From an optimization exercise on the open Yosys and OpenROAD flow, aimed at small area; shortcuts taken in it are not production practice.
Function was checked by simulation only, so behaviour that the tests miss may differ from the original.
No activity file was given, so power comes from the tool's default toggle rates.

// pcie_axi_master
module pcie_axi_master #
(
    parameter TLP_DATA_WIDTH = 64,
    parameter TLP_STRB_WIDTH = TLP_DATA_WIDTH/32,
    parameter TLP_HDR_WIDTH = 128,
    parameter TLP_SEG_COUNT = 1,
    parameter AXI_DATA_WIDTH = TLP_DATA_WIDTH,
    parameter AXI_ADDR_WIDTH = 64,
    parameter AXI_STRB_WIDTH = (AXI_DATA_WIDTH/8),
    parameter AXI_ID_WIDTH = 8,
    parameter AXI_MAX_BURST_LEN = 256,
    parameter TLP_FORCE_64_BIT_ADDR = 0
)
(
    input  wire                                    clk,
    input  wire                                    rst,
    input  wire [TLP_DATA_WIDTH-1:0]               rx_req_tlp_data,
    input  wire [TLP_SEG_COUNT*TLP_HDR_WIDTH-1:0]  rx_req_tlp_hdr,
    input  wire [TLP_SEG_COUNT-1:0]                rx_req_tlp_valid,
    input  wire [TLP_SEG_COUNT-1:0]                rx_req_tlp_sop,
    input  wire [TLP_SEG_COUNT-1:0]                rx_req_tlp_eop,
    output wire                                    rx_req_tlp_ready,
    output wire [TLP_DATA_WIDTH-1:0]               tx_cpl_tlp_data,
    output wire [TLP_STRB_WIDTH-1:0]               tx_cpl_tlp_strb,
    output wire [TLP_SEG_COUNT*TLP_HDR_WIDTH-1:0]  tx_cpl_tlp_hdr,
    output wire [TLP_SEG_COUNT-1:0]                tx_cpl_tlp_valid,
    output wire [TLP_SEG_COUNT-1:0]                tx_cpl_tlp_sop,
    output wire [TLP_SEG_COUNT-1:0]                tx_cpl_tlp_eop,
    input  wire                                    tx_cpl_tlp_ready,
    output wire [AXI_ID_WIDTH-1:0]                 m_axi_awid,
    output wire [AXI_ADDR_WIDTH-1:0]               m_axi_awaddr,
    output wire [7:0]                              m_axi_awlen,
    output wire [2:0]                              m_axi_awsize,
    output wire [1:0]                              m_axi_awburst,
    output wire                                    m_axi_awlock,
    output wire [3:0]                              m_axi_awcache,
    output wire [2:0]                              m_axi_awprot,
    output wire                                    m_axi_awvalid,
    input  wire                                    m_axi_awready,
    output wire [AXI_DATA_WIDTH-1:0]               m_axi_wdata,
    output wire [AXI_STRB_WIDTH-1:0]               m_axi_wstrb,
    output wire                                    m_axi_wlast,
  ...
Size in the first run: roughly 5500 cells after synthesis, roughly 2300 flip-flops, ~770 I/O pins, roughly 0.092 mm2 of cells after synthesis.
==> flow/config.mk <==
export PLATFORM = sky130hd
export DESIGN_NAME = pcie_axi_master
export DESIGN_NICKNAME = pcie_axi_master
export VERILOG_FILES = /design/flow/design.v
export SDC_FILE = /design/flow/constraint.sdc
export NUM_CORES = 4
export LEC_CHECK = 0
export CAP_MARGIN = 5
export CORE_MARGIN = 2
export CORE_UTILIZATION = 60
export SLEW_MARGIN = 5
==> flow/constraint.sdc <==
create_clock -name core_clock -period 8.0 [get_ports {clk}]
set_input_delay 1.6000 -clock core_clock [delete_from_list [all_inputs] [get_ports {clk}]]
set_output_delay 1.6000 -clock core_clock [all_outputs]
set_load 0.01 [all_outputs]
standard.sh (not shown) runs the stock make flow with config.mk's settings and CLKGATE_MAP_FILE= SYNTH_SCRIPT=/design/flow/synth_recipe.tcl, a recipe that flattens the netlist after the stock synthesis.
==> flow/flow/run.sh <==
#!/bin/bash
set -e
export CTS_ARGS="-sink_clustering_enable -repair_clock_nets -dont_use_dummy_load -sink_clustering_size 16 -sink_clustering_max_diameter 70 -buf_list sky130_fd_sc_hd__clkbuf_8"
export BUFFER_PORTS_ARGS="-buffer_cell sky130_fd_sc_hd__buf_1"
bash standard.sh > standard.log 2>&1
Change:
--- a/flow/config.mk
+++ b/flow/config.mk
@@ -8 +8 @@
-export CAP_MARGIN = 5
+export CAP_MARGIN = 20
@@ -11 +11 @@
-export SLEW_MARGIN = 5
+export SLEW_MARGIN = 20
The new run finished with timing, DRC and antenna clean.
Final cell count barely changes.
Fmax grows by 1.1%.
Final area stays flat.
Worst setup slack improves by 0.074 ns.
Sequential cell count does not change.

* * *

oak:
Another version of the RTL of pcie_axi_master (not shown whole).
Size in the first run: about 5400 cells after synthesis, about 2300 flip-flops, roughly 91000 um^2 of cells after synthesis.
clock: 8.0 ns
lec_check: 0
cap_margin: 20
core_margin: 2
core_utilization: 70
slew_margin: 20
Scripts as last shown in full above: flow/flow/run.sh
oak completed every stage of the flow, and the final layout passed the timing, design-rule and antenna checks.
### oak -> pine
- changing CORE_UTILIZATION from 70 to 60
Results
Having completed the whole flow, oak delivered a layout that passed the timing, design-rule and antenna checks. pine finished end to end and its layout was clean on timing, DRC and antenna. Compared with oak, in pine maximum resistive drop on vdd shows a reduction of 17 uV; effective utilization at floorplan saw a decrease. Per the comparison of pine with oak, number of antenna violations at the first check in global routing moved down; met1 layer usage reported by global route moved down; area of all placed cells without fillers moved up; final critical path time including I/O delays and setup moved down. Taking oak as the reference, in pine total global-route track usage moved down; layout-stage area growth over the synthesis result rose by 0.36 points.
## Diff of input files: birch against pine
-- flow/flow/run.sh --
<<< pine, line 4
export BUFFER_PORTS_ARGS="-buffer_cell sky130_fd_sc_hd__buf_1"
bash standard.sh > standard.log 2>&1
>>> birch, line 4
export BUFFER_PORTS_ARGS="-buffer_cell sky130_fd_sc_hd__buf_1"
export SKIP_REPAIR_TIE_FANOUT=1
bash standard.sh > standard.log 2>&1
Notes after the runs:
Total chip power delta (pine -> birch): insignificant. Between pine and birch, the difference in smallest hold slack is negligible. Fraction of final layout cells sized beyond drive strength 1 was lower in pine than in birch. First-iteration DRC count: birch > pine. Compared with pine, birch degrades first-pass GRT wire length.

## separate check: timing with driven ports
How much do the figures lean on ideal ports? The routed layouts below were timed once more, with nothing changed but the port constraints. Step 1: set_driving_cell puts a clkbuf_16 on clk and a buf_2 on each other input, an assumption about the parent block. Step 2 moves the port delays by t, midway between the first and last clock arrival at a register: inputs arrive t later, outputs are due t later. That takes back most of the time a late clock gives input paths. a / b / c = ideal ports / drivers / drivers and shift; a / b = the first two.
| run | t (ns) | setup WS [ns] | worst hold slack (ns) | worst data-port slew with drivers (ns) |
|---|---|---|---|---|
| the first run of note 1 | 0.941 | 1.072 / 1.072 / 1.072 | 0.374 / 0.374 / 0.374 | 0.16 |
| the second run of note 1 | 0.933 | 1.146 / 1.146 / 1.146 | 0.394 / 0.394 / 0.394 | 0.14 |
| oak | 0.972 | 1.204 / 1.204 / 1.204 | 0.410 / 0.410 / 0.410 | 0.23 |
| pine | 0.953 | 1.536 / 1.536 / 1.536 | 0.391 / 0.391 / 0.391 | 0.16 |
| birch | 0.982 | 1.453 / 1.453 / 1.453 | 0.389 / 0.389 / 0.389 | 0.18 |
After both steps every run listed still meets setup and hold.
